Source: an optimization exercise on an open RTL-to-GDS flow (aim: small area, a short achievable clock period and few clock cycles). Production flows keep margins and buffers that such runs may drop.
Where RTL was checked, it was by simulation tests only, not by an equivalence proof against the original.
No functional check of the RTL was part of runs 1 and 2.
Power is estimated from default activity; no workload was simulated.

**flow/flow/run.sh**
```bash
#!/bin/bash
# Standard ORFS layout, with repair_timing aiming past the clock period the
# SDC states so that the achieved period gets as short as the design allows,
# and plain buffers on the ports.
set -euo pipefail
export SETUP_SLACK_MARGIN=5.6
export BUFFER_PORTS_ARGS="-buffer_cell sky130_fd_sc_hd__buf_2"
bash standard.sh > standard.log 2>&1
```
**flow/standard.sh**
```bash
#!/bin/bash
# synth_recipe.tcl (not shown) runs the flow's synth.tcl, then flattens the netlist and writes it again
# the make line also repeats each setting of config.mk as NAME=value (left out here)
make -C /OpenROAD-flow-scripts/flow DESIGN_CONFIG=/design/flow/config.mk WORK_HOME=/design/flow/orfs CLKGATE_MAP_FILE= SYNTH_SCRIPT=/design/flow/synth_recipe.tcl "${@:-finish}"
```
**flow/config.mk**
```make
export PLATFORM = sky130hd
export DESIGN_NAME = SimpleCPU
export DESIGN_NICKNAME = SimpleCPU
export VERILOG_FILES = /design/flow/design.v
export SDC_FILE = /design/flow/constraint.sdc
export NUM_CORES = 4
export LEC_CHECK = 0
export CAP_MARGIN = 20
export CORE_MARGIN = 2
export CORE_UTILIZATION = 40
export SLEW_MARGIN = 20
```
**flow/constraint.sdc**
```tcl
create_clock -name core_clock -period 10.0 [get_ports {clk}]
set_input_delay 2.0000 -clock core_clock [delete_from_list [all_inputs] [get_ports {clk}]]
set_output_delay 2.0000 -clock core_clock [all_outputs]
set_load 0.01 [all_outputs]
```
**flow/design.v**
```verilog
`timescale 1ns / 1ps
module SimpleCPU(clk, rst, data_fromRAM, wrEn, addr_toRAM, data_toRAM);
input clk, rst;
input wire [31:0] data_fromRAM;
output wire wrEn;
output wire [9:0] addr_toRAM;
output wire [31:0] data_toRAM;
localparam ADD = 3'd0, NAND = 3'd1, SRL = 3'd2, LT = 3'd3,
           CP  = 3'd4, CPI  = 3'd5, BZJ = 3'd6, MUL = 3'd7;
localparam S_FW  = 3'd0,   
           S_DEC = 3'd1,   
           S_G1  = 3'd2,
           S_G2  = 3'd3,
           S_G3  = 3'd4,
           S_EX  = 3'd5,   
           S_M   = 3'd6,   
           S_BT  = 3'd7;   
reg [2:0]  state;
reg [9:0]  pc;
reg [9:0]  addr;
reg        wr;
reg [2:0]  op;
reg        im;
reg [9:0]  fa;
reg [31:0] r1, r2;
reg [4:0]  cnt;
reg        first, sleft, sodd, sbig, bt2, ltf;
wire [31:0] d = data_fromRAM;
assign wrEn       = wr & ~rst;
assign addr_toRAM = addr;
assign data_toRAM = r2;
wire [9:0] pc1 = pc + 10'd1;
reg  [1:0]  xsel;    
reg         xand;    
reg         xneg;
reg  [2:0]  ysel;    
reg         cin;
reg  [31:0] ay;
wire [31:0] m1 = ({32{xsel == 2'd1}} & ({32{~xand}} | r2))
               | ({32{xsel == 2'd3}} & {18'd0, 14'h3fff});
wire [31:0] m2 = {32{xsel == 2'd2}};
wire [31:0] ax = ((d & m1) | ({d[30:0], 1'b0} & m2)) ^ {32{xneg}};
always @(*) begin
	case (ysel)
	3'd1: ay = r2;
	3'd2: ay = {r2[29:0], 2'b00};
	3'd3: ay = {1'b0, r2[31:1]};
	3'd4: ay = {2'b00, r2[31:2]};
	default: ay = 32'd0;
	endcase
end
wire [33:0] asum0 = {1'b0, ax, 1'b1} + {1'b0, ay, cin};
wire [32:0] asum = asum0[33:1];
reg        mwin;
wire [2:0] bd = mwin ? {r1[15:14] & {2{~first}}, r1[13]} : r1[31:29];
wire booth_zero = (bd == 3'b000) || (bd == 3'b111);
wire booth_two  = (bd == 3'b011) || (bd == 3'b100);
wire booth_neg  = bd[2] && !booth_zero;
function [4:0] srl_cnt(input [5:0] n);
	srl_cnt = {1'b0, n[4:1]} + {4'd0, n[0] & ~n[5]};
endfunction
reg [2:0]  state_n;
reg        wr_n;
reg        r1_shift;
reg [4:0]  cnt_n;
reg        first_n, sleft_n, sodd_n, sbig_n, bt2_n, mwin_n, ltf_n;
reg        a_A, a_B, a_pc1, a_pc, a_sum;
reg [9:0]  addr_n;
wire dec_big = |d[13:6];
wire g2_big  = |d[31:6];
wire g2_short = ~|d[31:14];
wire dop_is_mul = (d[31:29] == MUL);
wire [4:0] g2_cnt = g2_big ? 5'd0 : srl_cnt(d[5:0]);
wire is_alu = (op == ADD) || (op == NAND) || (op == LT);
always @(*) begin
	state_n   = state;
	wr_n      = 1'b0;
	r1_shift  = 1'b0;
	cnt_n     = cnt;
	first_n   = first;
	sleft_n   = sleft;
	sodd_n    = sodd;
	sbig_n    = sbig;
	bt2_n     = bt2;
	mwin_n    = mwin;
	a_A       = 1'b0;
	a_B       = 1'b0;
	a_pc1     = 1'b0;
	a_pc      = 1'b0;
	a_sum     = 1'b0;
	xsel      = 2'd0;
	xneg      = 1'b0;
	xand      = 1'b0;
	ysel      = 3'd1;
	cin       = 1'b0;
	ltf_n     = ltf;
	case (state)
	S_FW: state_n = S_DEC;
	S_DEC: begin
		xsel      = 2'd3;
		ysel      = 3'd0;
		mwin_n    = 1'b1;
		first_n   = 1'b1;
		sleft_n   = d[5];
		sodd_n    = d[0];
		sbig_n    = dec_big;
		cnt_n     = dop_is_mul ? 5'd7 : (dec_big ? 5'd0 : srl_cnt(d[5:0]));
		if (wr && addr == pc) begin
			a_pc    = 1'b1;
			state_n = S_FW;
		end else if (d[28] && d[31:29] == CP) begin
			a_pc1   = 1'b1;
			state_n = S_EX;
		end else begin
			a_A     = d[28] && d[31:29] != CPI;
			a_B     = !(d[28] && d[31:29] != CPI);
			state_n = S_G1;
		end
	end
	S_G1: begin
		state_n = S_G2;
		if (im && is_alu && op != LT) begin
			a_pc1   = 1'b1;
			state_n = S_EX;
		end else if (im && op == LT) begin
			state_n = S_EX;
		end else if (im && (op == MUL || op == SRL)) begin
			a_pc1   = (cnt == 5'd0);
			state_n = S_M;
		end else if (op == CP) begin
			a_pc1   = 1'b1;
			state_n = S_EX;
		end else if (op == BZJ && !im) begin
			a_pc1   = 1'b1;
		end else if (op == BZJ) begin
			xsel    = 2'd0;
			ysel    = 3'd1;
			a_sum   = 1'b1;
		end
	end
	S_G2: begin
		state_n = S_EX;
		case (op)
		ADD, NAND, LT: begin
			xsel  = 2'd1;
			ysel  = 3'd0;
			a_pc1 = (op != LT);
		end
		MUL: begin
			mwin_n  = g2_short;
			cnt_n   = g2_short ? 5'd7 : 5'd15;
			state_n = S_M;
		end
		SRL: begin
			sleft_n = d[5];
			sodd_n  = d[0];
			sbig_n  = g2_big;
			cnt_n   = g2_cnt;
			a_pc1   = (g2_cnt == 5'd0);
			state_n = S_M;
		end
		CPI: if (im) begin
			xsel  = 2'd1;
			ysel  = 3'd0;
			a_pc1 = 1'b1;
		end else begin
			a_B     = 1'b1;
			state_n = S_G3;
		end
		BZJ: if (im) begin
			xsel    = 2'd1;
			a_sum   = 1'b1;
			state_n = (d[9:0] == 10'd0) ? S_DEC : S_FW;
		end else if (d != 32'd0) begin
			state_n = S_DEC;
		end else begin
			bt2_n   = 1'b0;
			state_n = S_BT;
		end
		default: ;
		endcase
	end
	S_G3: begin
		a_pc1   = 1'b1;
		state_n = S_EX;
	end
	S_EX: begin
		wr_n    = 1'b1;
		state_n = S_DEC;
		case (op)
		ADD: xsel = 2'd1;
		LT: begin
			xsel    = 2'd1;
			xneg    = 1'b1;
			ltf_n   = asum[32];
			wr_n    = 1'b0;
			a_pc1   = 1'b1;
			cnt_n   = 5'd0;
			state_n = S_M;
		end
		NAND: begin
			xsel  = 2'd1;
			xand  = 1'b1;
			xneg  = 1'b1;
			ysel  = 3'd0;
		end
		CP: if (!im) begin
			xsel  = 2'd1;
			ysel  = 3'd0;
		end
		CPI: if (im) a_B = 1'b1; else begin
			xsel  = 2'd1;
			ysel  = 3'd0;
		end
		default: ;
		endcase
	end
	S_M: begin
		first_n = 1'b0;
		if (op == LT) begin
			ysel     = 3'd0;
			cin      = ltf;
		end else if (op == MUL) begin
			xsel     = booth_zero ? 2'd0 : (booth_two ? 2'd2 : 2'd1);
			xneg     = booth_neg;
			cin      = booth_neg;
			ysel     = first ? 3'd0 : 3'd2;
			r1_shift = 1'b1;
		end else if (sbig) begin
			ysel  = 3'd0;
		end else if (first) begin
			xsel  = (sleft && sodd) ? 2'd2 : 2'd1;
			ysel  = 3'd0;
		end else begin
			ysel   = sleft ? 3'd2 : (sodd ? 3'd3 : 3'd4);
			sodd_n = 1'b0;
		end
		cnt_n = cnt - 5'd1;
		a_pc1 = (cnt == 5'd1);
		if (cnt == 5'd0) begin
			wr_n    = 1'b1;
			state_n = S_DEC;
		end
	end
	S_BT: begin
		bt2_n = 1'b1;
		if (bt2) begin
			a_B     = 1'b1;
			state_n = S_FW;
		end
	end
	endcase
	if (rst) begin
		state_n = S_FW;
		wr_n    = 1'b0;
	end
	addr_n = ({10{a_A}}   & d[23:14])
	       | ({10{a_B}}   & d[9:0])
	       | ({10{a_pc1}} & pc1)
	       | ({10{a_pc}}  & pc)
	       | ({10{a_sum}} & asum[9:0])
	       | ({10{!(a_A || a_B || a_pc1 || a_pc || a_sum)}} & fa);
	if (rst) addr_n = 10'd0;
end
always @(posedge clk) begin
	state <= state_n;
	addr  <= addr_n;
	if (rst || a_pc1 || a_sum || (state == S_BT && bt2)) pc <= addr_n;
	wr    <= wr_n;
	cnt   <= cnt_n;
	first <= first_n;
	sleft <= sleft_n;
	sodd  <= sodd_n;
	sbig  <= sbig_n;
	bt2   <= bt2_n;
	if (state == S_DEC) begin
		op <= d[31:29];
		im <= d[28];
		fa <= d[23:14];
	end
	if (state == S_DEC || state == S_G2) r1 <= d;
	else if (r1_shift)                   r1 <= {r1[29:0], 2'b00};
	mwin  <= mwin_n;
	r2    <= asum[31:0];
	ltf   <= ltf_n;
end
endmodule
```
==> out/metrics.csv, run 1 <==
metric,value,unit
rrSetupSlack,5.63,ns
clock_latency,0.43,ns
fmax,226,MHz
yosys.area.top_type,edfxtp_1,
period_needed,4.43,ns
cts_max_level,4,
clk_pin_slew,0.06,ns
regArea,0.00297,mm^2
cts_hold_buffers,0,
hold_path.class,flip-flop to flip-flop,
yosysMostFrequentCell,nor2_1,
clk_path_buf_depth,2,
yosys-top-cells-count,"nor2_1 (108), a21oi_1 (85), nand2_1 (73)",
finalNetCount,1123,
leakagePower,4.36,nW
fill_cells,1957,
synthFlopType,edfxtp_1,
grt_overflow_total,0,
setup_ws,5.57,ns
ys_seq_area_frac,0.346,
synth.top_cell.area_share,0.239,
slew_violations,0,
setup_tns,0,ns
crit_start,data_fromRAM[16],
max-slew-margin-rel,0.494,
fin_worst_skew,0.0173,ns
setup_viol_count_final,0,
dieArea,0.0226,mm^2
num_antenna_cells,0,
cts_root_buf,clkbuf_16,
place_hpwl,18.0,mm
remaining_drc_errors,0,
synth_area,0.00856,mm^2
grt_max_degree,34,
dp.cells,1261,
grt_pass1_vias,7177,
routed_wirelength,26.4,mm
outcome,timing/DRC/antenna clean,
grt_pass1_wl,40.3,mm
vias_per_cell,5.90,
synth-seq-cells,114,
io_pins,77,
startpoint_type,primary input,
design_area,0.0105,mm^2
start_util,0.407,
holdWs,0.542,ns
reg2reg_depth,17,
track_usage,0.230,
wl_per_cell,19.7,um
cts_tree,yes,
synth_area_leaders,"edfxtp_1 (24%), dfxtp_1 (11%), xnor2_1 (6.9%)",
ant_nets,0,
die_w,150,um
rsz0062_at_grt,true,
drt-initial-drc-count,784,
p_per_area,236,mW/mm^2
worst_pin_slew,0.751,ns
min_delay_path_depth,2,
area_growth,22.6,%
maxCapViolations,0,
rr_startpoint,op[2],
crit_type,primary input to flip-flop,
dr.pass1.iters,5,
end_kind,flip-flop,
power,2.48,mW
die_y,150,um
synth_edf_count,68,
ys_types,71,
syn_inst,952,
synth_warnings,1,
layout-drive-gt1-share,0.250,
place_congestion,0.890,
peakVddDrop,0.000114,V
synthArstFlopShare,0,
stdcell_count,1337,
place_ws,4.20,ns
synth_area_per_cell,8.99,um^2
cts_inserted_buffers,17,
min_from,fa[7],
core_region_area,0.0210,mm^2
crit_arrival,4.72,ns
multi_input_area,0.00557,mm^2
post-route-util,0.499,
cts.sinks,114,
period_share,0.443,
vias,7893,
rows,53,
hold_viol_final,0,
post_dp_cell_area,0.00919,mm^2
portBuffers,76,
worstPathRequired,10.29,ns
critPathMaxFanout,6,
antenna_found_initial,1,
-- cell type report --
type,instances,area share
Clock buffer,20,0.0457
Clock inverter,11,0.0142
Inverter,20,0.00787
Multi-Input combinational cell,766,0.531
Sequential cell,114,0.284
Tap cell,275,0.0328
Timing Repair Buffer,131,0.0849
-- placed cells by master, fill, tap and decap left out, types with 6 or more instances in the layout --
cell type / n
nor4_1: 8
or3_1: 6
o21ai_2: 7
mux2_2: 30
a221o_1: 39
nand2_1: 71
a221oi_1: 9
xnor2_1: 65
mux2i_1: 32
o21ai_0: 53
nand4_1: 8
xor2_1: 19
nand3_1: 14
nand2b_1: 10
edfxtp_1: 68
and3_1: 10
o211a_1: 14
clkbuf_16: 19
inv_1: 17
a21o_1: 17
o21a_1: 6
o21bai_1: 6
nor3_1: 11
nor2b_1: 12
a21oi_2: 14
dfxtp_1: 43
a21oi_1: 72
buf_4: 60
buf_2: 63
ha_1: 33
nor2_1: 103
-- path summary, 6_finish.rpt --
| kind | end |
|---|---|
| max | r2[31] |
| min | addr[7] |
| max reg2reg | r2[31] |
| min reg2reg | addr[7] |
-- where the power goes --
group          total, mW  internal [mW]  switching, mW
logic               1.01          0.469          0.544
clock network      0.651          0.421          0.230
registers          0.816          0.653          0.163
total               2.48           1.54          0.937
-- sequential cells by signal (all words and copies together), names as in the netlist --
signal,count
sodd,1
sbig,1
op,3
wr,1
mwin,1
bt2,1
state,3
cnt,5
first,1
r2,32
fa,10
sleft,1
pc,10
addr,10
ltf,1
r1,32
im,1
-- worst max-delay path: stages --
cell       delay, ns
buf_12          0.10
o21ai_2         0.05
nor2_2          0.12
a21oi_2         0.05
xnor2_1         0.20
ha_1            0.27
a21o_1          0.19
a21o_1          0.16
a21oi_2         0.14
nor3b_4         0.22
nor3_2          0.06
a211oi_2        0.30
a311oi_4        0.17
a221oi_4        0.33
mux2i_1         0.23
o2111ai_1       0.11
-- metal layers --
metal,up-vias,global-route usage,share of wire
met5,-,0,0
met2,309,0.359,0.46
met4,0,0.0830,0.027
li1,3755,-,-
met1,3780,0.318,0.44
met3,49,0.0452,0.072
-- timing repair --
action                                  4_1_cts  5_1_grt
cloned                                        1        1
endpoints found under the setup margin       56       22
gates resized for setup                      44       41
pin swaps                                    23       35
buffers inserted                             20       23
-- cell families (layout without fill, tap and decap cells) --
| group | Yosys count | count (layout) | synth area share |
|---|---|---|---|
| buffers and inverters | 73 | 182 | 0.0352 |
| AOI/OAI and AO/OA | 285 | 285 | 0.230 |
| and+or+nand+nor | 293 | 294 | 0.165 |
| adders and majority gates | 39 | 39 | 0.0579 |
| xor gates and xnor gates | 86 | 86 | 0.0880 |
| muxes | 62 | 62 | 0.0769 |
| DFF | 114 | 114 | 0.346 |
==> run 2, diff against run 1 <==
==> flow/flow/run.sh (replaced) <==
#!/bin/bash
# Standard ORFS layout, with repair_timing aiming past the clock period the
# SDC states so that the achieved period gets as short as the design allows,
# and plain buffers on the ports.
set -euo pipefail
export SETUP_SLACK_MARGIN=5.4
export BUFFER_PORTS_ARGS="-buffer_cell sky130_fd_sc_hd__buf_2"
bash standard.sh > standard.log 2>&1
==> out/metrics.csv, run 2 <==
metric,value,unit,change
grt_max_degree,34,,unchanged
finalNetCount,1110,,-1.2%
power,2.41,mW,-2.9%
antenna_found_initial,1,,unchanged
end_kind,flip-flop,,
synth_area_per_cell,8.99,um^2,unchanged
worst_pin_slew,0.807,ns,+0.0560 ns
io_pins,77,,unchanged
max-slew-margin-rel,0.457,,-0.0370
slew_violations,0,,unchanged
yosysMostFrequentCell,nor2_1,,
hold_viol_final,0,,unchanged
grt_util_met2,0.363,,+0.00434
synthArstFlopShare,0,,unchanged
ys_types,71,,unchanged
portBuffers,76,,unchanged
place_hpwl,18.0,mm,-0.12%
leakagePower,4.23,nW,-2.9%
outcome,timing/DRC/antenna clean,,
clock_latency,0.42,ns,about the same
cts_tree,yes,,
synth_area_leaders,"edfxtp_1 (24%), dfxtp_1 (11%), xnor2_1 (6.9%)",,
reg2reg_depth,19,,+2
cts_inserted_buffers,17,,unchanged
cts_root_buf,clkbuf_16,,
clk_pin_slew,0.05,ns,about the same
track_usage,0.230,,-0.000590
wl_per_cell,19.7,um,about the same
cts_max_level,4,,unchanged
startpoint_type,primary input,,
synth.top_cell.area_share,0.239,,unchanged
dr.pass1.iters,5,,unchanged
start_util,0.407,,unchanged
ant_nets,0,,unchanged
rsz0062_at_grt,true,,
fin_worst_skew,0.00974,ns,-0.00754 ns
rr_startpoint,op[1],,
worstPathRequired,10.29,ns,about the same
grt_pass1_wl,40.0,mm,-0.82%
hold_path_end,r1[2],,
synthFlopType,edfxtp_1,,
setup_tns,0,ns,unchanged
multi_input_area,0.00546,mm^2,-2.0%
yosys.area.top_type,edfxtp_1,,
dieArea,0.0226,mm^2,unchanged
layout-drive-gt1-share,0.226,,-0.0245
fill_cells,1978,,+1.1%
most-common-layout-cells,"nor2_1 (106), a21oi_1 (77), nand2_1 (71)",,
setup_viol_count_final,0,,unchanged
top_usage_layer,met2,,
syn_inst,952,,unchanged
maxCapViolations,0,,unchanged
num_antenna_cells,0,,unchanged
min_delay_path_depth,1,,-1
clk_path_buf_depth,2,,unchanged
timing.rr.end,r2[31],,
grt_overflow_total,0,,unchanged
ys_seq_area_frac,0.346,,unchanged
drt-initial-drc-count,659,,-16%
final_common_cell,nor2_1,,
p_per_area,235,mW/mm^2,-0.44%
synth_area,0.00856,mm^2,unchanged
crit_arrival,4.84,ns,+0.12 ns
hold_path.class,flip-flop to flip-flop,,
regArea,0.00297,mm^2,about the same
die_y,150,um,unchanged
crit_type,primary input to flip-flop,,
period_needed,4.55,ns,+0.122 ns
vias,7783,,-1.4%
reg_top3,"r1: 32 flops, r2: 32 flops",,
grt_pass1_vias,7107,,-0.98%
min_from,r1[0],,
cts.sinks,114,,unchanged
synth_warnings,1,,unchanged
area_growth,19.6,%,
peakVddDrop,0.000161,V,+41%
yosys-top-cells-count,"nor2_1 (108), a21oi_1 (85), nand2_1 (73)",,
critPathMaxFanout,6,,unchanged
place_congestion,0.889,,-0.15%
crit_slowest_cell,ha_1,,
cpPeakStageDelay,0.36,ns,+0.03 ns
remaining_drc_errors,0,,unchanged
cp_cell_sequence,buf_2 -> o211a_1 -> a21oi_1 -> xnor2_1 -> ha_1 -> nor2b_1 -> o21a_1 -> o21ai_2 -> a21oi_2 -> a41o_1 -> nand2_2 -> a311oi_2 -> a221oi_2 -> mux2i_1 -> o2111ai_1,,
use_met3,0.0439,,-0.00121
period_share,0.455,,+0.0122
routed_wirelength,26.1,mm,-1.0%
use_met1,0.320,,+0.00198
synth_edf_count,68,,unchanged
vias_per_cell,5.88,,-0.43%
rrSetupSlack,5.53,ns,-0.10 ns
rows,53,,unchanged
die_w,150,um,unchanged
holdWs,0.548,ns,+0.00628 ns
core_region_area,0.0210,mm^2,unchanged
fmax,220,MHz,-2.7%
synth-seq-cells,114,,unchanged
## run 2: cell counts after synthesis
Identical to the previous run, type by type.
## run 2: cell families (layout without fill, tap and decap cells)
family / after synthesis / in the layout / share of synthesized area
xor+xnor: 86 / 86 / 0.0880
fa+ha+maj: 39 / 39 / 0.0579
compound gates: 285 / 285 / 0.230
mux: 62 / 62 / 0.0769
simple gates: 293 / 293 / 0.165
buf+inv: 73 / 170 / 0.0352
flops: 114 / 114 / 0.346
## run 2: metal layers
metal / part of all wire / wire, um / vias up
met5: 0 / 0 / -
met1: 0.46 / 12000 / 3737
met4: 0.023 / 593 / 0
met2: 0.46 / 11900 / 278
met3: 0.062 / 1610 / 46
li1: - / - / 3722
## run 2: through the flow
step | utilization | instances | setup slack [ns] | area (um^2)
5_1_grt | 0.487 | 1324 | 5.27 | 10200
2_1_floorplan | - | 952 | 5.38 | 8570
3_5_place_dp | 0.437 | 1261 | 4.18 | 9190
6_report | 0.487 | 1324 | 5.45 | 10200
3_3_place_gp | 0.437 | 1261 | 4.31 | 9190
4_1_cts | 0.474 | 1303 | 5.28 | 9970
## run 2: cell type report
cell class | instances | share of cell area
multi-input combinational | 765 | 0.534
sequential | 114 | 0.290
timing repair buffer | 119 | 0.0757
clock buffer | 21 | 0.0493
tap | 275 | 0.0336
clock inverter | 10 | 0.00929
inverter | 20 | 0.00807
## run 2: what timing repair did
item                                   in CTS  in global routing
gates resized for setup                    21                 38
gates cloned                                1                  0
buffers inserted                           10                 21
setup endpoints to repair                  48                 18
hold buffers                                0                  0
endpoints found under the hold margin       0                  0
pin swaps                                   4                 10
## run 2: worst max-delay path by stage
stage                  end  cells after the start             from  slack, ns
floorplan           r2[31]                     14  data_fromRAM[8]       5.38
CTS                 r2[31]                     15  data_fromRAM[1]       5.28
global route        r2[31]                     21            op[1]       5.27
global placement    r2[31]                     22         state[2]       4.31
detailed placement  r2[31]                     22         state[2]       4.18
finish              r2[31]                     15  data_fromRAM[1]       5.45
## run 2: critical path: cells and delay by family
kind / cells / cell delay (ns)
adders and majority gates: 1 / 0.36
xor gates and xnor gates: 1 / 0.15
AOI/OAI and AO/OA: 9 / 1.61
buffers and inverters: 1 / 0.21
muxes: 1 / 0.22
and+or+nand+nor: 2 / 0.28
## run 2: power by group
part           switching, mW  internal [mW]
Combinational          0.529          0.450
Clock                  0.226          0.386
Sequential             0.165          0.652
==> run 3, diff against run 2 <==
--- a/flow/design.v
+++ b/flow/design.v
@@ -24,7 +24,7 @@
 reg [9:0]  fa;
 reg [31:0] r1, r2;
 reg [4:0]  cnt;
-reg        first, sleft, sodd, sbig, bt2, ltf;
+reg        first, sleft, sodd, sbig, ltf;
 wire [31:0] d = data_fromRAM;
 assign wrEn       = wr & ~rst;
 assign addr_toRAM = addr;
@@ -52,7 +52,7 @@
 wire [33:0] asum0 = {1'b0, ax, 1'b1} + {1'b0, ay, cin};
 wire [32:0] asum = asum0[33:1];
 reg        mwin;
-wire [2:0] bd = mwin ? {r1[15:14] & {2{~first}}, r1[13]} : r1[31:29];
+wire [2:0] bd = mwin ? {r1[17:16] & {2{~first}}, r1[15]} : r1[31:29];
 wire booth_zero = (bd == 3'b000) || (bd == 3'b111);
 wire booth_two  = (bd == 3'b011) || (bd == 3'b100);
 wire booth_neg  = bd[2] && !booth_zero;
@@ -61,27 +61,24 @@
 endfunction
 reg [2:0]  state_n;
 reg        wr_n;
-reg        r1_shift;
 reg [4:0]  cnt_n;
-reg        first_n, sleft_n, sodd_n, sbig_n, bt2_n, mwin_n, ltf_n;
+reg        first_n, sleft_n, sodd_n, sbig_n, mwin_n, ltf_n;
 reg        a_A, a_B, a_pc1, a_pc, a_sum;
 reg [9:0]  addr_n;
 wire dec_big = |d[13:6];
 wire g2_big  = |d[31:6];
-wire g2_short = ~|d[31:14];
+wire g2_short = ~|d[31:16];
 wire dop_is_mul = (d[31:29] == MUL);
 wire [4:0] g2_cnt = g2_big ? 5'd0 : srl_cnt(d[5:0]);
 wire is_alu = (op == ADD) || (op == NAND) || (op == LT);
 always @(*) begin
 	state_n   = state;
 	wr_n      = 1'b0;
-	r1_shift  = 1'b0;
 	cnt_n     = cnt;
 	first_n   = first;
 	sleft_n   = sleft;
 	sodd_n    = sodd;
 	sbig_n    = sbig;
-	bt2_n     = bt2;
 	mwin_n    = mwin;
 	a_A       = 1'b0;
 	a_B       = 1'b0;
@@ -148,7 +145,7 @@
 		end
 		MUL: begin
 			mwin_n  = g2_short;
-			cnt_n   = g2_short ? 5'd7 : 5'd15;
+			cnt_n   = g2_short ? 5'd8 : 5'd15;
 			state_n = S_M;
 		end
 		SRL: begin
@@ -174,7 +171,6 @@
 		end else if (d != 32'd0) begin
 			state_n = S_DEC;
 		end else begin
-			bt2_n   = 1'b0;
 			state_n = S_BT;
 		end
 		default: ;
@@ -225,7 +221,6 @@
 			xneg     = booth_neg;
 			cin      = booth_neg;
 			ysel     = first ? 3'd0 : 3'd2;
-			r1_shift = 1'b1;
 		end else if (sbig) begin
 			ysel  = 3'd0;
 		end else if (first) begin
@@ -243,8 +238,8 @@
 		end
 	end
 	S_BT: begin
-		bt2_n = 1'b1;
-		if (bt2) begin
+		first_n = 1'b0;
+		if (!first) begin
 			a_B     = 1'b1;
 			state_n = S_FW;
 		end
@@ -265,21 +260,20 @@
 always @(posedge clk) begin
 	state <= state_n;
 	addr  <= addr_n;
-	if (rst || a_pc1 || a_sum || (state == S_BT && bt2)) pc <= addr_n;
+	if (rst || a_pc1 || a_sum || (state == S_BT && !first)) pc <= addr_n;
 	wr    <= wr_n;
 	cnt   <= cnt_n;
 	first <= first_n;
 	sleft <= sleft_n;
 	sodd  <= sodd_n;
 	sbig  <= sbig_n;
-	bt2   <= bt2_n;
 	if (state == S_DEC) begin
 		op <= d[31:29];
 		im <= d[28];
 		fa <= d[23:14];
 	end
 	if (state == S_DEC || state == S_G2) r1 <= d;
-	else if (r1_shift)                   r1 <= {r1[29:0], 2'b00};
+	else                                 r1 <= {r1[29:0], 2'b00};
 	mwin  <= mwin_n;
 	r2    <= asum[31:0];
 	ltf   <= ltf_n;
==> flow/flow/run.sh (replaced) <==
#!/bin/bash
# Standard ORFS layout, with repair_timing aiming past the clock period the
# SDC states so that the achieved period gets as short as the design allows,
# and plain buffers on the ports.
set -euo pipefail
export SETUP_SLACK_MARGIN=5.7
export BUFFER_PORTS_ARGS="-buffer_cell sky130_fd_sc_hd__buf_2"
bash standard.sh > standard.log 2>&1
==> out/metrics.csv, run 3 <==
metric,value,unit,change
setup_ws,5.65,ns,+0.197 ns
end_kind,flip-flop,,
yosys.area.top_type,dfxtp_1,,
leakagePower,4.56,nW,+7.8%
wl_per_cell,20.4,um,+3.5%
io_pins,77,,unchanged
post_dp_cell_area,0.00886,mm^2,-3.5%
hold_path.class,flip-flop to flip-flop,,
maxCapViolations,0,,unchanged
cts_max_level,4,,unchanged
yosysMostFrequentCell,nand2_1,,
yosys-top-cells-count,"nand2_1 (184), dfxtp_1 (78), nor2_1 (78)",,
place_hpwl,19.3,mm,+7.1%
crit_arrival,4.67,ns,-0.17 ns
dr.pass1.iters,5,,unchanged
fin_worst_skew,0.0136,ns,+0.00381 ns
p_per_area,328,mW/mm^2,+39%
crit_type,primary input to flip-flop,,
clock_latency,0.43,ns,about the same
vias,8296,,+6.6%
dp.cells,1315,,+4.3%
portBuffers,76,,unchanged
num_antenna_cells,0,,unchanged
critPathMaxFanout,7,,+1
rows,52,,-1.9%
track_usage,0.256,,+0.0262
finalNetCount,1191,,+7.3%
regArea,0.00262,mm^2,-12%
crit_family,compound AO/OA/AOI/OAI gates,,
grt_pass1_vias,7768,,+9.3%
max-slew-margin-rel,0.557,,+0.0997
cpPeakStageDelay,0.53,ns,+0.17 ns
period_needed,4.35,ns,-0.197 ns
startpoint_type,primary input,,
ys_types,76,,+7.0%
start_util,0.408,,+0.000928
rsz0062_at_grt,true,,
worstPathRequired,10.32,ns,+0.03 ns
fmax,230,MHz,+4.5%
slew_violations,0,,unchanged
antenna_found_initial,0,,-1
path_buf_inv,1,,unchanged
use_met1,0.332,,+0.0122
synth.top_cell.area_share,0.189,,-0.0495
synth_area_leaders,"dfxtp_1 (19%), edfxtp_1 (13%), nand2_1 (8.4%)",,
top_usage_layer,met2,,
layout-drive-gt1-share,0.214,,-0.0120
cts_root_buf,clkbuf_16,,
setup_tns,0,ns,unchanged
routed_wirelength,28.6,mm,+9.5%
cts.sinks,113,,-0.88%
synthArstFlopShare,0,,unchanged
remaining_drc_errors,0,,unchanged
power,3.35,mW,+39%
grt_pass1_wl,43.6,mm,+9.1%
synth-seq-cells,113,,-0.88%
place_ws,4.57,ns,+0.391 ns
die_w,148,um,-1.7%
cts_tree,yes,,
synth_area,0.00825,mm^2,-3.5%
period_share,0.435,,-0.0197
hold_viol_final,0,,unchanged
vias_per_cell,5.92,,+0.73%
place_congestion,0.880,,-1.0%
crit_path_frequent_cell,xnor2_1,,
synth_warnings,1,,unchanged
grt_util_met2,0.419,,+0.0556
die_y,148,um,-1.7%
reg_top3,"r1: 32 flops, r2: 32 flops",,
clk_pin_slew,0.06,ns,about the same
setup_viol_count_final,0,,unchanged
peakVddDrop,0.000112,V,-30%
outcome,timing/DRC/antenna clean,,
use_met3,0.0503,,+0.00637
syn_inst,1022,,+7.4%
cts_inserted_buffers,17,,unchanged
synth_area_per_cell,8.08,um^2,-10%
synth_edf_count,35,,-49%
drt-initial-drc-count,694,,+5.3%
stdcell_count,1401,,+5.8%
fill_cells,1961,,-0.86%
holdWs,0.423,ns,-0.125 ns
post-route-util,0.505,,+0.0181
ant_nets,0,,unchanged
multi_input_area,0.00569,mm^2,+4.2%
final_common_cell,nand2_1,,
core_region_area,0.0202,mm^2,-3.7%
cp_cell_sequence,buf_4 -> o211a_1 -> a21oi_1 -> xnor2_1 -> ha_1 -> nand4_1 -> o41a_1 -> o31ai_4 -> a311oi_2 -> or3_1 -> xnor2_1,,
crit_slowest_cell,o41a_1,,
most-common-layout-cells,"nand2_1 (180), nor2_1 (76), dfxtp_1 (75)",,
design_area,0.0102,mm^2,-0.16%
worst_pin_slew,0.664,ns,-0.144 ns
dieArea,0.0218,mm^2,-3.4%
area_growth,23.8,%,
ys_seq_area_frac,0.317,,-0.0298
synthFlopType,dfxtp_1,,
clk_path_buf_depth,2,,unchanged
grt_max_degree,37,,+8.8%
grt_overflow_total,0,,unchanged
run 3: where the power goes:
part | internal (mW) | total (mW) | switching (mW)
sequential | 0.707 | 0.939 | 0.232
clock | 0.360 | 0.585 | 0.226
combinational | 0.774 | 1.83 | 1.05
run 3: path summary, 6_finish.rpt:
path                                      start     end  slack, ns  cells past startpoint
worst min-delay path                     r1[23]  r1[25]       0.42                      2
worst max-delay path            data_fromRAM[2]  r2[22]       5.65                     11
worst min register to register           r1[23]  r1[25]       0.42                      2
worst max register to register            op[1]  r2[22]       5.77                     17
run 3: final cells by class:
type / instances / area share
tap: 270 / 0.0331
timing repair buffer: 137 / 0.0937
clock inverter: 9 / 0.00808
sequential: 113 / 0.257
multi-input combinational: 836 / 0.557
clock buffer: 23 / 0.0468
inverter: 13 / 0.00478
run 3: worst reg2reg max path: stages, from the launching register on:
cell and delay, ns:
edfxtp_1 0.51, buf_4 0.20, a21oi_2 0.23, a32oi_1 0.15
o21ai_1 0.19, buf_6 0.18, clkbuf_4 0.22, o211a_1 0.16
a21oi_1 0.05, xnor2_1 0.14, ha_1 0.43, a21oi_1 0.13
a211o_1 0.31, buf_4 0.17, o31ai_4 0.31, a311oi_2 0.18
or3_1 0.42, xnor2_1 0.14
run 3: logic make-up after synthesis:
group / after synthesis / share of synthesized area
adders and majority gates: 39 / 0.0600
DFF: 113 / 0.317
and+or+nand+nor: 390 / 0.217
xor gates and xnor gates: 81 / 0.0859
muxes: 30 / 0.0364
buffers and inverters: 74 / 0.0347
AOI/OAI and AO/OA: 295 / 0.250
run 3: timing repair:
item | 4_1_cts | 5_1_grt
setup buffers | 24 | 28
resized for setup | 45 | 49
hold buffers | 0 | 0
setup endpoints to repair | 54 | 29
gates cloned | 1 | 1
pin swaps | 13 | 25
run 3: per-layer routing:
layer	part of all wire	up-vias
li1	-	3947
met1	0.43	3972
met2	0.47	311
met3	0.067	66
met4	0.033	0
met5	0	-
Testbench counts of run 3, summed over its fixed seeds: cycles 204,733.
==> run 4, diff against run 3 <==
==> flow/flow/run.sh (replaced) <==
#!/bin/bash
# Standard ORFS layout, with repair_timing aiming past the clock period the
# SDC states so that the achieved period gets as short as the design allows,
# and plain buffers on the ports.
set -euo pipefail
export SETUP_SLACK_MARGIN=5.5
export REMOVE_ABC_BUFFERS=1
export BUFFER_PORTS_ARGS="-buffer_cell sky130_fd_sc_hd__buf_2"
bash standard.sh > standard.log 2>&1
==> out/metrics.csv, run 4 <==
metric,value,unit,change
grt_pass1_wl,42.0,mm,-3.6%
critPathMaxFanout,16,,+9
setup_tns,0,ns,unchanged
synth_warnings,1,,unchanged
synth_edf_count,35,,unchanged
outcome,timing/DRC/antenna clean,,
vias_per_cell,5.89,,-0.46%
cts.sinks,113,,unchanged
crit_arrival,2.41,ns,-2.26 ns
syn_inst,1022,,unchanged
setup_viol_count_final,0,,unchanged
hold_viol_final,0,,unchanged
reg_top3,"r1: 32 flops, r2: 32 flops",,
max-slew-margin-rel,0.542,,-0.0146
wl_per_cell,19.5,um,-4.6%
dr.pass1.iters,7,,+2
vias,8181,,-1.4%
grt_max_degree,36,,-2.7%
worstPathRequired,8.00,ns,-2.32 ns
clk_pin_slew,0.05,ns,about the same
place_hpwl,18.6,mm,-3.9%
rows,52,,unchanged
slew_violations,0,,unchanged
drt-initial-drc-count,638,,-8.1%
fmax,227,MHz,-1.4%
cts_max_level,4,,unchanged
synth_area_leaders,"dfxtp_1 (19%), edfxtp_1 (13%), nand2_1 (8.4%)",,
ys_types,76,,unchanged
startpoint_type,primary input,,
synth-seq-cells,113,,unchanged
ant_nets,0,,unchanged
io_pins,77,,unchanged
synth_area_per_cell,8.08,um^2,unchanged
yosysMostFrequentCell,nand2_1,,
rrSetupSlack,5.69,ns,-0.08 ns
rsz0062_at_grt,true,,
fill_cells,1972,,+0.56%
num_antenna_cells,0,,unchanged
final_common_cell,nand2_1,,
worst_pin_slew,0.686,ns,+0.0218 ns
die_y,148,um,unchanged
setup_ws,5.59,ns,-0.0617 ns
p_per_area,330,mW/mm^2,+0.50%
period_needed,4.41,ns,+0.0617 ns
synthFlopType,dfxtp_1,,
period_share,0.441,,+0.00617
clk_path_buf_depth,2,,unchanged
clock_latency,0.42,ns,about the same
routed_wirelength,27.1,mm,-5.5%
start_util,0.408,,unchanged
most-common-layout-cells,"nand2_1 (182), nor2_1 (76), dfxtp_1 (75)",,
core_region_area,0.0202,mm^2,unchanged
layout-drive-gt1-share,0.180,,-0.0342
area_growth,20.4,%,
power,3.28,mW,-2.2%
hold_path.class,flip-flop to flip-flop,,
peakVddDrop,0.000145,V,+29%
place_congestion,0.908,,+3.2%
grt_pass1_vias,7479,,-3.7%
synthArstFlopShare,0,,unchanged
maxCapViolations,0,,unchanged
track_usage,0.246,,-0.00980
min_from,r1[28],,
crit_start,rst,,
fin_worst_skew,0.0109,ns,-0.00270 ns
rr_startpoint,op[1],,
yosys-top-cells-count,"nand2_1 (184), dfxtp_1 (78), nor2_1 (78)",,
end_kind,primary output,,
synth.top_cell.area_share,0.189,,unchanged
remaining_drc_errors,0,,unchanged
place_ws,4.40,ns,-0.171 ns
die_w,148,um,unchanged
finalNetCount,1178,,-1.1%
yosys.area.top_type,dfxtp_1,,
dp.cells,1316,,+0.076%
leakagePower,4.46,nW,-2.3%
grt_overflow_total,0,,unchanged
synth_area,0.00825,mm^2,unchanged
cts_inserted_buffers,17,,unchanged
antenna_found_initial,0,,unchanged
cts_root_buf,clkbuf_16,,
dieArea,0.0218,mm^2,unchanged
crit_type,primary input to primary output,,
portBuffers,76,,unchanged
stdcell_count,1388,,-0.93%
ys_seq_area_frac,0.317,,unchanged
cts_tree,yes,,
holdWs,0.419,ns,-0.00393 ns
==> run 4: power breakdown <==
part	internal (mW)	leakage [nW]	switching (mW)
clock network	0.406	0.297	0.226
logic	0.730	3.18	0.990
registers	0.706	0.986	0.218
==> run 4: worst max-delay path, stage by stage <==
cell     delay, ns
buf_4         0.18
nor2b_1       0.11
buf_2         0.13
==> run 4: cells by family after synthesis <==
logic type               Yosys count  share of synthesized area
XOR/XNOR                          81                     0.0859
flip-flops                       113                      0.317
buffers and inverters             74                     0.0347
multiplexers                      30                     0.0364
AO/OA/AOI/OAI                    295                      0.250
AND/OR/NAND/NOR                  390                      0.217
adder cells (fa/ha/maj)           39                     0.0600
==> run 4: per-layer routing <==
layer  vias up  global-route usage  part of all wire
met5         -                   0                 0
met4         0              0.0688             0.019
met3        35              0.0441             0.067
met2       316               0.395              0.45
met1      3906               0.341              0.46
li1       3924                   -                 -
==> run 4: path summary, 6_finish.rpt <==
path            end  cells after the start
max            wrEn                      3
min          r1[30]                      2
max reg2reg  r2[26]                     17
min reg2reg  r1[30]                      2
==> run 4: layout make-up <==
| type | count | area [um^2] | area share |
|---|---|---|---|
| multi-input combinational | 836 | 5520 | 0.556 |
| sequential | 113 | 2620 | 0.263 |
| timing repair buffer | 124 | 797 | 0.0802 |
| clock buffer | 20 | 457 | 0.0459 |
| tap | 270 | 338 | 0.0340 |
| clock inverter | 12 | 159 | 0.0160 |
| inverter | 13 | 48.8 | 0.00491 |
==> run 4: timing repair <==
item                                    in CTS  in global routing
pin swaps                                    3                 16
gates resized for setup                     21                 31
setup buffers                               18                 21
hold buffers                                 0                  0
endpoints found under the setup margin      55                 18
gates cloned                                 1                  0
==> run 4: per-stage QoR <==
step | instance area [um^2] | util
global route | 9940 | 0.491
global placement | 8820 | 0.436
CTS | 9680 | 0.478
floorplan | 8020 | -
detailed placement | 8820 | 0.436
finish | 9940 | 0.491
==> run 5, diff against run 4 <==
--- a/flow/flow/run.sh
+++ b/flow/flow/run.sh
@@ -4,6 +4,5 @@
 # and plain buffers on the ports.
 set -euo pipefail
 export SETUP_SLACK_MARGIN=5.5
-export REMOVE_ABC_BUFFERS=1
 export BUFFER_PORTS_ARGS="-buffer_cell sky130_fd_sc_hd__buf_2"
 bash standard.sh > standard.log 2>&1
==> out/metrics.csv, run 5 <==
metric,value,unit,change
dr.pass1.iters,5,,-2
area_growth,19.7,%,
cts_root_buf,clkbuf_16,,
cts_max_level,4,,unchanged
worst_pin_slew,0.663,ns,-0.0224 ns
period_share,0.444,,+0.00205
worstPathRequired,8.00,ns,about the same
hold_path.class,flip-flop to flip-flop,,
most-common-layout-cells,"nand2_1 (182), nor2_1 (76), dfxtp_1 (75)",,
cts_inserted_buffers,17,,unchanged
rows,52,,unchanged
clock_latency,0.43,ns,about the same
place_hpwl,19.4,mm,+4.7%
grt_pass1_wl,43.2,mm,+2.7%
die_y,148,um,unchanged
leakagePower,4.43,nW,-0.60%
start_util,0.408,,unchanged
rsz0062_at_grt,true,,
grt_max_degree,37,,+2.8%
min_delay_path_depth,2,,unchanged
remaining_drc_errors,0,,unchanged
hold_viol_final,0,,unchanged
synth.top_cell.area_share,0.189,,unchanged
reg_top3,"r1: 32 flops, r2: 32 flops",,
post-route-util,0.488,,-0.00284
maxCapViolations,0,,unchanged
setup_tns,0,ns,unchanged
track_usage,0.255,,+0.00893
p_sw_frac,0.445,,+0.00714
ant_nets,0,,unchanged
period_needed,4.44,ns,+0.0205 ns
vias_per_cell,5.96,,+1.1%
intPower,1.86,mW,+0.76%
synth_edf_count,35,,unchanged
cts_tree,yes,,
synth_warnings,1,,unchanged
vias,8207,,+0.32%
die_w,148,um,unchanged
max-slew-margin-rel,0.557,,+0.0150
synthArstFlopShare,0,,unchanged
yosys-top-cells-count,"nand2_1 (184), dfxtp_1 (78), nor2_1 (78)",,
drt-initial-drc-count,789,,+24%
wl_per_cell,20.2,um,+3.8%
antenna_found_initial,0,,unchanged
setup_viol_count_final,0,,unchanged
power,3.34,mW,+2.1%
grt_pass1_vias,7656,,+2.4%
clk_path_buf_depth,2,,unchanged
crit_type,primary input to primary output,,
dieArea,0.0218,mm^2,unchanged
portBuffers,76,,unchanged
ys_seq_area_frac,0.317,,unchanged
critPathMaxFanout,16,,unchanged
pwr-share-seq,0.280,,-0.002
layout-drive-gt1-share,0.177,,-0.00273
peakVddDrop,0.000172,V,+19%
synth-seq-cells,113,,unchanged
synth_area_leaders,"dfxtp_1 (19%), edfxtp_1 (13%), nand2_1 (8.4%)",,
clkPwrFrac,0.200,,+0.007
holdWs,0.419,ns,-0.000396 ns
ys_types,76,,unchanged
p_per_area,338,mW/mm^2,+2.7%
slew_violations,0,,unchanged
final_common_cell,nand2_1,,
clk_pin_slew,0.06,ns,about the same
synth_area,0.00825,mm^2,unchanged
syn_inst,1022,,unchanged
yosys.area.top_type,dfxtp_1,,
place_congestion,0.907,,about the same
reg2reg_depth,17,,unchanged
outcome,timing/DRC/antenna clean,,
comb_power_share,0.521,,-0.004
cts_hold_buffers,0,,unchanged
finalNetCount,1167,,-0.93%
synthFlopType,dfxtp_1,,
fill_cells,1970,,-0.10%
yosysMostFrequentCell,nand2_1,,
io_pins,77,,unchanged
crit_arrival,2.44,ns,+0.03 ns
synth_area_per_cell,8.08,um^2,unchanged
num_antenna_cells,0,,unchanged
end_kind,primary output,,
cts.sinks,113,,unchanged
fmax,225,MHz,-0.46%
switching_power,1.49,mW,+3.7%
grt_overflow_total,0,,unchanged
core_region_area,0.0202,mm^2,unchanged
fin_worst_skew,0.00845,ns,-0.00240 ns
routed_wirelength,27.9,mm,+3.0%
startpoint_type,primary input,,
-- run 5: cell types whose count changed in the layout (fill, tap and decap cells not counted), sizes merged --
cell,delta
inv,+4
clkbuf,+1
bufinv,+1
clkinv,-3
buf,-15
clkinvlp,+1
-- run 5: cells by family (layout without fill, tap and decap cells) --
group | count (synthesis) | in the layout | share of synthesized area
and+or+nand+nor | 390 | 391 | 0.217
AOI/OAI and AO/OA | 295 | 295 | 0.250
DFF | 113 | 113 | 0.317
xor gates and xnor gates | 81 | 81 | 0.0859
buffers and inverters | 74 | 158 | 0.0347
adders and majority gates | 39 | 39 | 0.0600
muxes | 30 | 30 | 0.0364
-- run 5: metal layers --
layer,up-vias,part of all wire,track usage
li1,3906,-,-
met1,3894,0.42,0.321
met2,349,0.48,0.429
met3,58,0.067,0.0438
met4,0,0.032,0.112
met5,-,0,0
-- run 5: path summary, 6_finish.rpt --
path | startpoint | to | slack, ns
setup / recovery | rst | wrEn | 5.56
hold / removal | r1[0] | r1[2] | 0.42
setup reg to reg | state[2] | ltf | 5.70
hold reg to reg | r1[0] | r1[2] | 0.42
-- run 5: final cells by class --
| cell class | count | area (um^2) | area share |
|---|---|---|---|
| multi-input cells | 836 | 5540 | 0.560 |
| flip-flops and latches | 113 | 2620 | 0.265 |
| repair buffers | 113 | 711 | 0.0719 |
| clock buffers | 17 | 425 | 0.0430 |
| well taps | 270 | 338 | 0.0342 |
| clock inverters | 15 | 204 | 0.0206 |
| inverters | 13 | 48.8 | 0.00494 |
-- run 5: repair_timing --
item | 4_1_cts | 5_1_grt
buffers inserted | 15 | 14
gates resized for setup | 21 | 29
cloned | 1 | 0
setup endpoints to repair | 59 | 32
pin swaps | 5 | 14
-- run 5: worst max-delay path, stage by stage --
cell and delay, ns:
buf_4 0.18, nor2b_1 0.12, buf_2 0.13
-- run 5: power groups by stage --
stage	clock network (mW)	registers, mW	logic (mW)
2_1_floorplan	0	0.869	1.15
3_3_place_gp	0	0.949	1.53
3_5_place_dp	0	0.948	1.53
4_1_cts	0.669	0.930	1.65
5_1_grt	0.689	0.958	1.91
6_report	0.667	0.935	1.74
-- run 5: metrics by stage --
step	setup WS, ns	std cells	area, um^2
floorplan	5.49	1022	8280
detailed placement	4.14	1315	8830
CTS	5.53	1363	9680
global route	5.48	1377	9880
finish	5.56	1377	9880
global placement	4.24	1315	8830
==> run 6, diff against run 5 <==
--- a/flow/design.v
+++ b/flow/design.v
@@ -24,7 +24,8 @@
 reg [9:0]  fa;
 reg [31:0] r1, r2;
 reg [4:0]  cnt;
-reg        first, sleft, sodd, sbig, ltf;
+reg        first, sleft, sodd, sbig;
+wire       ltf = sodd;    
 wire [31:0] d = data_fromRAM;
 assign wrEn       = wr & ~rst;
 assign addr_toRAM = addr;
@@ -51,7 +52,7 @@
 end
 wire [33:0] asum0 = {1'b0, ax, 1'b1} + {1'b0, ay, cin};
 wire [32:0] asum = asum0[33:1];
-reg        mwin;
+wire       mwin = sleft;
 wire [2:0] bd = mwin ? {r1[17:16] & {2{~first}}, r1[15]} : r1[31:29];
 wire booth_zero = (bd == 3'b000) || (bd == 3'b111);
 wire booth_two  = (bd == 3'b011) || (bd == 3'b100);
@@ -62,7 +63,7 @@
 reg [2:0]  state_n;
 reg        wr_n;
 reg [4:0]  cnt_n;
-reg        first_n, sleft_n, sodd_n, sbig_n, mwin_n, ltf_n;
+reg        first_n, sleft_n, sodd_n, sbig_n;
 reg        a_A, a_B, a_pc1, a_pc, a_sum;
 reg [9:0]  addr_n;
 wire dec_big = |d[13:6];
@@ -74,12 +75,11 @@
 always @(*) begin
 	state_n   = state;
 	wr_n      = 1'b0;
-	cnt_n     = cnt;
+	cnt_n     = cnt - 5'd1;
 	first_n   = first;
 	sleft_n   = sleft;
 	sodd_n    = sodd;
 	sbig_n    = sbig;
-	mwin_n    = mwin;
 	a_A       = 1'b0;
 	a_B       = 1'b0;
 	a_pc1     = 1'b0;
@@ -90,18 +90,16 @@
 	xand      = 1'b0;
 	ysel      = 3'd1;
 	cin       = 1'b0;
-	ltf_n     = ltf;
 	case (state)
 	S_FW: state_n = S_DEC;
 	S_DEC: begin
 		xsel      = 2'd3;
 		ysel      = 3'd0;
-		mwin_n    = 1'b1;
 		first_n   = 1'b1;
-		sleft_n   = d[5];
+		sleft_n   = dop_is_mul | d[5];
 		sodd_n    = d[0];
 		sbig_n    = dec_big;
-		cnt_n     = dop_is_mul ? 5'd7 : (dec_big ? 5'd0 : srl_cnt(d[5:0]));
+		cnt_n     = dop_is_mul ? 5'd8 : (dec_big ? 5'd1 : srl_cnt(d[5:0]) + 5'd1);
 		if (wr && addr == pc) begin
 			a_pc    = 1'b1;
 			state_n = S_FW;
@@ -122,7 +120,7 @@
 		end else if (im && op == LT) begin
 			state_n = S_EX;
 		end else if (im && (op == MUL || op == SRL)) begin
-			a_pc1   = (cnt == 5'd0);
+			a_pc1   = (cnt == 5'd1);
 			state_n = S_M;
 		end else if (op == CP) begin
 			a_pc1   = 1'b1;
@@ -144,7 +142,7 @@
 			a_pc1 = (op != LT);
 		end
 		MUL: begin
-			mwin_n  = g2_short;
+			sleft_n = g2_short;
 			cnt_n   = g2_short ? 5'd8 : 5'd15;
 			state_n = S_M;
 		end
@@ -188,7 +186,7 @@
 		LT: begin
 			xsel    = 2'd1;
 			xneg    = 1'b1;
-			ltf_n   = asum[32];
+			sodd_n  = asum[32];
 			wr_n    = 1'b0;
 			a_pc1   = 1'b1;
 			cnt_n   = 5'd0;
@@ -230,7 +228,6 @@
 			ysel   = sleft ? 3'd2 : (sodd ? 3'd3 : 3'd4);
 			sodd_n = 1'b0;
 		end
-		cnt_n = cnt - 5'd1;
 		a_pc1 = (cnt == 5'd1);
 		if (cnt == 5'd0) begin
 			wr_n    = 1'b1;
@@ -274,8 +271,6 @@
 	end
 	if (state == S_DEC || state == S_G2) r1 <= d;
 	else                                 r1 <= {r1[29:0], 2'b00};
-	mwin  <= mwin_n;
 	r2    <= asum[31:0];
-	ltf   <= ltf_n;
 end
 endmodule
==> out/metrics.csv, run 6 <==
metric,value,unit,change
cts_max_level,3,,-1
cp_cell_sequence,buf_4 -> nor2b_1 -> buf_2,,
ys_seq_area_frac,0.305,,-0.0116
synth.top_cell.area_share,0.202,,+0.0133
place_ws,4.63,ns,+0.490 ns
rsz0062_at_grt,true,,
synth-seq-cells,111,,-1.8%
drt-initial-drc-count,874,,+11%
setup_ws,5.56,ns,-0.00308 ns
peakVddDrop,0.000101,V,-41%
dp.cells,1372,,+4.3%
start_util,0.407,,-0.00104
die_w,147,um,-0.28%
syn_inst,1076,,+5.3%
yosys-top-cells-count,"nand2_1 (254), o21ai_0 (102), dfxtp_1 (83)",,
portBuffers,76,,unchanged
crit_slowest_cell,buf_4,,
critPathMaxFanout,16,,unchanged
finalNetCount,1205,,+3.3%
setup_tns,0,ns,unchanged
num_antenna_cells,0,,unchanged
dr.pass1.iters,8,,+3
outcome,timing/DRC/antenna clean,,
worstPathRequired,8.00,ns,about the same
fill_cells,2049,,+4.0%
remaining_drc_errors,0,,unchanged
area_growth,15.2,%,
clock_latency,0.37,ns,-0.06 ns
synth_area_leaders,"dfxtp_1 (20%), nand2_1 (12%), edfxtp_1 (10%)",,
setup_viol_count_final,0,,unchanged
grt_max_degree,34,,-8.1%
crit_type,primary input to primary output,,
worst_pin_slew,1.05,ns,+0.383 ns
place_congestion,0.950,,+4.7%
antenna_found_initial,0,,unchanged
layout-drive-gt1-share,0.160,,-0.0168
stdcell_count,1406,,+2.1%
leakagePower,3.96,nW,-11%
most-common-layout-cells,"nand2_1 (251), o21ai_0 (92), dfxtp_1 (81)",,
place_hpwl,19.7,mm,+1.5%
synth_edf_count,28,,-20%
reg_top3,"r1: 32 flops, r2: 32 flops",,
yosys.area.top_type,dfxtp_1,,
cts.sinks,111,,-1.8%
vias_per_cell,5.94,,-0.33%
ys_types,80,,+5.3%
ant_nets,0,,unchanged
synth_area_per_cell,7.63,um^2,-5.6%
fmax,225,MHz,about the same
clk_pin_slew,0.09,ns,+0.03 ns
final_common_cell,nand2_1,,
hold_path.class,flip-flop to flip-flop,,
end_kind,primary output,,
grt_pass1_wl,44.0,mm,+1.9%
synth_warnings,1,,unchanged
rrSetupSlack,5.67,ns,-0.03 ns
yosysMostFrequentCell,nand2_1,,
period_needed,4.44,ns,+0.00308 ns
synthArstFlopShare,0,,unchanged
wl_per_cell,19.8,um,-2.1%
routed_wirelength,27.9,mm,about the same
max-slew-margin-rel,0.300,,-0.257
synthFlopType,dfxtp_1,,
p_per_area,237,mW/mm^2,-30%
rows,52,,unchanged
track_usage,0.257,,+0.00194
startpoint_type,primary input,,
grt_overflow_total,0,,unchanged
period_share,0.444,,about the same
cpPeakStageDelay,0.19,ns,about the same
core_region_area,0.0202,mm^2,-0.32%
die_y,147,um,-0.28%
maxCapViolations,0,,unchanged
cts_tree,yes,,
dieArea,0.0217,mm^2,-0.56%
io_pins,77,,unchanged
cts_root_buf,clkbuf_16,,
crit_arrival,2.44,ns,about the same
clk_path_buf_depth,2,,unchanged
slew_violations,0,,unchanged
synth_area,0.00821,mm^2,-0.58%
fin_worst_skew,0.0108,ns,+0.00236 ns
cts_inserted_buffers,9,,-8
grt_pass1_vias,7798,,+1.9%
vias,8352,,+1.8%
hold_viol_final,0,,unchanged
[run 6: cell count changes after synthesis, sizes merged, moves of 7 or more]
cell / change
nand2: +70
a31oi: +8
o21ai: +31
inv: +7
a221o: -33
a222oi: +31
nor2: -25
o211a: -12
nand3: +13
edfxtp: -7
xnor2: +27
xor2: -24
mux2i: -30
[run 6: what timing repair did]
item,CTS,global route
resized for setup,14,44
setup endpoints to repair,44,46
setup buffers,8,10
hold buffers,0,0
pin swaps,0,8
[run 6: layer usage]
metal | vias up | track usage | share of wire
met1 | 3950 | 0.350 | 0.45
met5 | - | 0 | 0
met2 | 340 | 0.403 | 0.45
met4 | 0 | 0.0990 | 0.028
met3 | 43 | 0.0503 | 0.074
li1 | 4019 | - | -
[run 6: kinds of logic after synthesis]
kind of cell	Yosys count	share of synthesized area
buffers and inverters	83	0.0416
AO/OA/AOI/OAI	311	0.251
XOR/XNOR	84	0.0896
AND/OR/NAND/NOR	446	0.250
flip-flops	111	0.305
adder cells (fa/ha/maj)	40	0.0619
multiplexers	1	0.00137
[run 6: critical path: cells and delay by family]
family	cells	cell delay, ns
and+or+nand+nor	1	0.11
buffers and inverters	2	0.33
[run 6: cell type report]
type                    count  area (um^2)  area share
clock inverters             7         86.3     0.00913
well taps                 270          338      0.0357
multi-input cells         882         5560       0.588
clock buffers               9          225      0.0238
inverters                  22         91.3     0.00966
repair buffers            105          642      0.0679
flip-flops and latches    111         2510       0.265
[run 6: metrics by stage]
stage	hold slack (ns)	instance area [um^2]	power (mW)	util
5_1_grt	0.442	9450	2.40	0.469
3_5_place_dp	0.406	8780	1.79	0.435
3_3_place_gp	0.402	8780	1.79	0.435
2_1_floorplan	0.399	8210	1.46	-
4_1_cts	0.427	9210	2.19	0.457
6_report	0.421	9450	2.24	0.469
[run 6: final timing paths]
kind / from / to / cells past startpoint
max reg2reg: first / r2[21] / 15
min reg2reg: r1[0] / r1[2] / 2
max: rst / wrEn / 3
min: r1[0] / r1[2] / 2
[run 6: report_power, final]
| group | switching, mW | internal (mW) |
|---|---|---|
| Clock | 0.202 | 0.180 |
| Sequential | 0.187 | 0.643 |
| Combinational | 0.616 | 0.416 |
| Total | 1.00 | 1.24 |
Testbench counts of run 6, summed over its fixed seeds: cycles 204,733.
==> run 7, diff against run 6 <==
--- a/flow/config.mk
+++ b/flow/config.mk
@@ -8,4 +8,7 @@
 export CAP_MARGIN = 20
 export CORE_MARGIN = 2
 export CORE_UTILIZATION = 40
+export CTS_BUF_LIST = sky130_fd_sc_hd__clkbuf_16
+export CTS_CLUSTER_DIAMETER = 100
+export CTS_CLUSTER_SIZE = 30
 export SLEW_MARGIN = 20
==> out/metrics.csv, run 7 <==
metric,value,unit,change
most-common-layout-cells,"nand2_1 (251), o21ai_0 (92), dfxtp_1 (81)",,
crit_start,rst,,
place_hpwl,19.7,mm,unchanged
hold_viol_final,0,,unchanged
power,2.24,mW,unchanged
final_common_cell,nand2_1,,
startpoint_type,primary input,,
synth-seq-cells,111,,unchanged
yosysMostFrequentCell,nand2_1,,
end_kind,primary output,,
io_pins,77,,unchanged
clock_latency,0.37,ns,about the same
p_per_area,237,mW/mm^2,unchanged
crit_arrival,2.44,ns,about the same
period_share,0.444,,unchanged
dieArea,0.0217,mm^2,unchanged
cts_inserted_buffers,9,,unchanged
num_antenna_cells,0,,unchanged
synthArstFlopShare,0,,unchanged
vias,8352,,unchanged
synth_warnings,1,,unchanged
yosys-top-cells-count,"nand2_1 (254), o21ai_0 (102), dfxtp_1 (83)",,
cp_cell_sequence,buf_4 -> nor2b_1 -> buf_2,,
fmax,225,MHz,unchanged
post_dp_cell_area,0.00878,mm^2,unchanged
max-slew-margin-rel,0.300,,unchanged
design_area,0.00945,mm^2,unchanged
cpPeakStageDelay,0.19,ns,about the same
core_region_area,0.0202,mm^2,unchanged
crit_type,primary input to primary output,,
routed_wirelength,27.9,mm,unchanged
multi_input_area,0.00556,mm^2,unchanged
clk_pin_slew,0.09,ns,about the same
finalNetCount,1205,,unchanged
worst_pin_slew,1.05,ns,unchanged
cts_hold_buffers,0,,unchanged
fill_cells,2049,,unchanged
cts_max_level,3,,unchanged
grt_overflow_total,0,,unchanged
reg_top3,"r1: 32 flops, r2: 32 flops",,
rows,52,,unchanged
rsz0062_at_grt,true,,
grt_max_degree,34,,unchanged
setup_tns,0,ns,unchanged
cts.sinks,111,,unchanged
period_needed,4.44,ns,unchanged
layout-drive-gt1-share,0.160,,unchanged
track_usage,0.257,,unchanged
syn_inst,1076,,unchanged
dr.pass1.iters,8,,unchanged
grt_pass1_wl,44.0,mm,unchanged
peakVddDrop,0.000101,V,unchanged
die_w,147,um,unchanged
leakagePower,3.96,nW,unchanged
min_from,r1[0],,
path_buf_inv,2,,unchanged
portBuffers,76,,unchanged
start_util,0.407,,unchanged
yosys.area.top_type,dfxtp_1,,
drt-initial-drc-count,874,,unchanged
ys_seq_area_frac,0.305,,unchanged
setup_viol_count_final,0,,unchanged
wl_per_cell,19.8,um,unchanged
worstPathRequired,8.00,ns,about the same
maxCapViolations,0,,unchanged
die_y,147,um,unchanged
ys_types,80,,unchanged
critPathMaxFanout,16,,unchanged
synth_area_leaders,"dfxtp_1 (20%), nand2_1 (12%), edfxtp_1 (10%)",,
regArea,0.00251,mm^2,unchanged
grt_pass1_vias,7798,,unchanged
remaining_drc_errors,0,,unchanged
synth_area,0.00821,mm^2,unchanged
crit_family,buffers and inverters,,
slew_violations,0,,unchanged
synth_edf_count,28,,unchanged
outcome,timing/DRC/antenna clean,,
area_growth,15.2,%,unchanged
vias_per_cell,5.94,,unchanged
antenna_found_initial,0,,unchanged
clk_path_buf_depth,2,,unchanged
synth_area_per_cell,7.63,um^2,unchanged
hold_path.class,flip-flop to flip-flop,,
fin_worst_skew,0.0108,ns,unchanged
cts_tree,yes,,
cts_root_buf,clkbuf_16,,
synthFlopType,dfxtp_1,,
rr_startpoint,first,,
synth.top_cell.area_share,0.202,,unchanged
ant_nets,0,,unchanged
place_congestion,0.950,,unchanged
crit_slowest_cell,buf_4,,
==> run 7: cell counts in the layout (fill, tap and decap cells not counted) <==
Identical to the previous run, type by type.
==> run 7: routing by layer <==
| layer | track usage | routed length [um] |
|---|---|---|
| met5 | 0 | 0 |
| met4 | 0.0990 | 767 |
| met3 | 0.0503 | 2050 |
| met2 | 0.403 | 12600 |
| met1 | 0.350 | 12400 |
==> run 7: worst paths after layout <==
path | cells after the start | endpoint | slack, ns
setup reg to reg | 15 | r2[21] | 5.67
hold reg to reg | 2 | r1[2] | 0.42
hold / removal | 2 | r1[2] | 0.42
setup / recovery | 3 | wrEn | 5.56
==> run 7: timing repair <==
item	4_1_cts	5_1_grt
setup buffers	8	10
setup endpoints to repair	44	46
resized for setup	14	44
pin swaps	0	8
==> run 7: cell type report <==
cell class	count	share of cell area
repair buffers	105	0.0679
well taps	270	0.0357
flip-flops and latches	111	0.265
multi-input cells	882	0.588
clock inverters	7	0.00913
clock buffers	9	0.0238
inverters	22	0.00966
==> run 7: logic make-up (layout without fill, tap and decap cells) <==
| group | count (synthesis) | in the layout | share of synthesized area |
|---|---|---|---|
| AND/OR/NAND/NOR | 446 | 446 | 0.250 |
| AO/OA/AOI/OAI | 311 | 311 | 0.251 |
| flip-flops | 111 | 111 | 0.305 |
| XOR/XNOR | 84 | 84 | 0.0896 |
| buffers and inverters | 83 | 143 | 0.0416 |
| adder cells (fa/ha/maj) | 40 | 40 | 0.0619 |
| multiplexers | 1 | 1 | 0.00137 |
==> run 7: per-stage QoR <==
stage	instances	hold slack, ns	setup slack [ns]	utilization
6_report	1406	0.421	5.56	0.469
5_1_grt	1406	0.442	5.44	0.469
4_1_cts	1396	0.427	5.45	0.457
3_5_place_dp	1372	0.406	4.63	0.435
3_3_place_gp	1372	0.402	4.84	0.435
2_1_floorplan	1076	0.399	5.50	-
==> run 7: worst register-to-register path, cell delays in order (launching register included) <==
cell and delay [ns]:
edfxtp_1 0.52, nand3b_1 0.25, a2111o_1 0.56, o22ai_1 0.24
nand2_2 0.08, buf_6 0.24, xnor2_1 0.23, ha_1 0.38
a21o_1 0.20, a211o_1 0.29, o21ai_2 0.17, o31ai_2 0.10
a21bo_2 0.23, a31o_2 0.29, a2111oi_2 0.35, nand4b_1 0.16
==> run 7: power by group <==
group / internal, mW / switching, mW
Combinational: 0.416 / 0.616
Sequential: 0.643 / 0.187
Clock: 0.180 / 0.202
Total: 1.24 / 1.00

separate check: timing with driven ports:
Ports are ideal in the flow. The routed layouts listed here were re-timed in OpenROAD.
Step 1 sets driving cells, clkbuf_16 on the clock port and buf_2 on the other inputs (assumed; they add their load-dependent delay and slew).
Step 2, shift: input delay + t, output delay - t, t = (earliest + latest rising clock arrival at the registers) / 2. This alone moves slack from input paths to output paths.
a / b / c = no drivers / after step 1 / after step 2; a / b = the first two.
| run | t (ns) | setup WS [ns] | slew at the worst register clock pin (ns) |
|---|---|---|---|
| run 1 | 0.459 | 5.572 / 5.542 / 5.083 | 0.06 / 0.06 |
| run 2 | 0.456 | 5.450 / 5.470 / 5.014 | 0.06 / 0.06 |
| run 3 | 0.472 | 5.647 / 5.651 / 5.201 | 0.06 / 0.06 |
| run 4 | 0.459 | 5.585 / 5.564 / 5.157 | 0.06 / 0.06 |
| run 5 | 0.480 | 5.565 / 5.539 / 5.156 | 0.06 / 0.06 |
| run 6 | 0.411 | 5.562 / 5.531 / 5.222 | 0.09 / 0.09 |
| run 7 | 0.411 | 5.562 / 5.531 / 5.222 | 0.09 / 0.09 |
After both steps setup and hold are still met in every run listed. For run 1, which loses most, drivers alone change the setup slack by -0.030 ns; drivers and shift together by -0.489 ns.
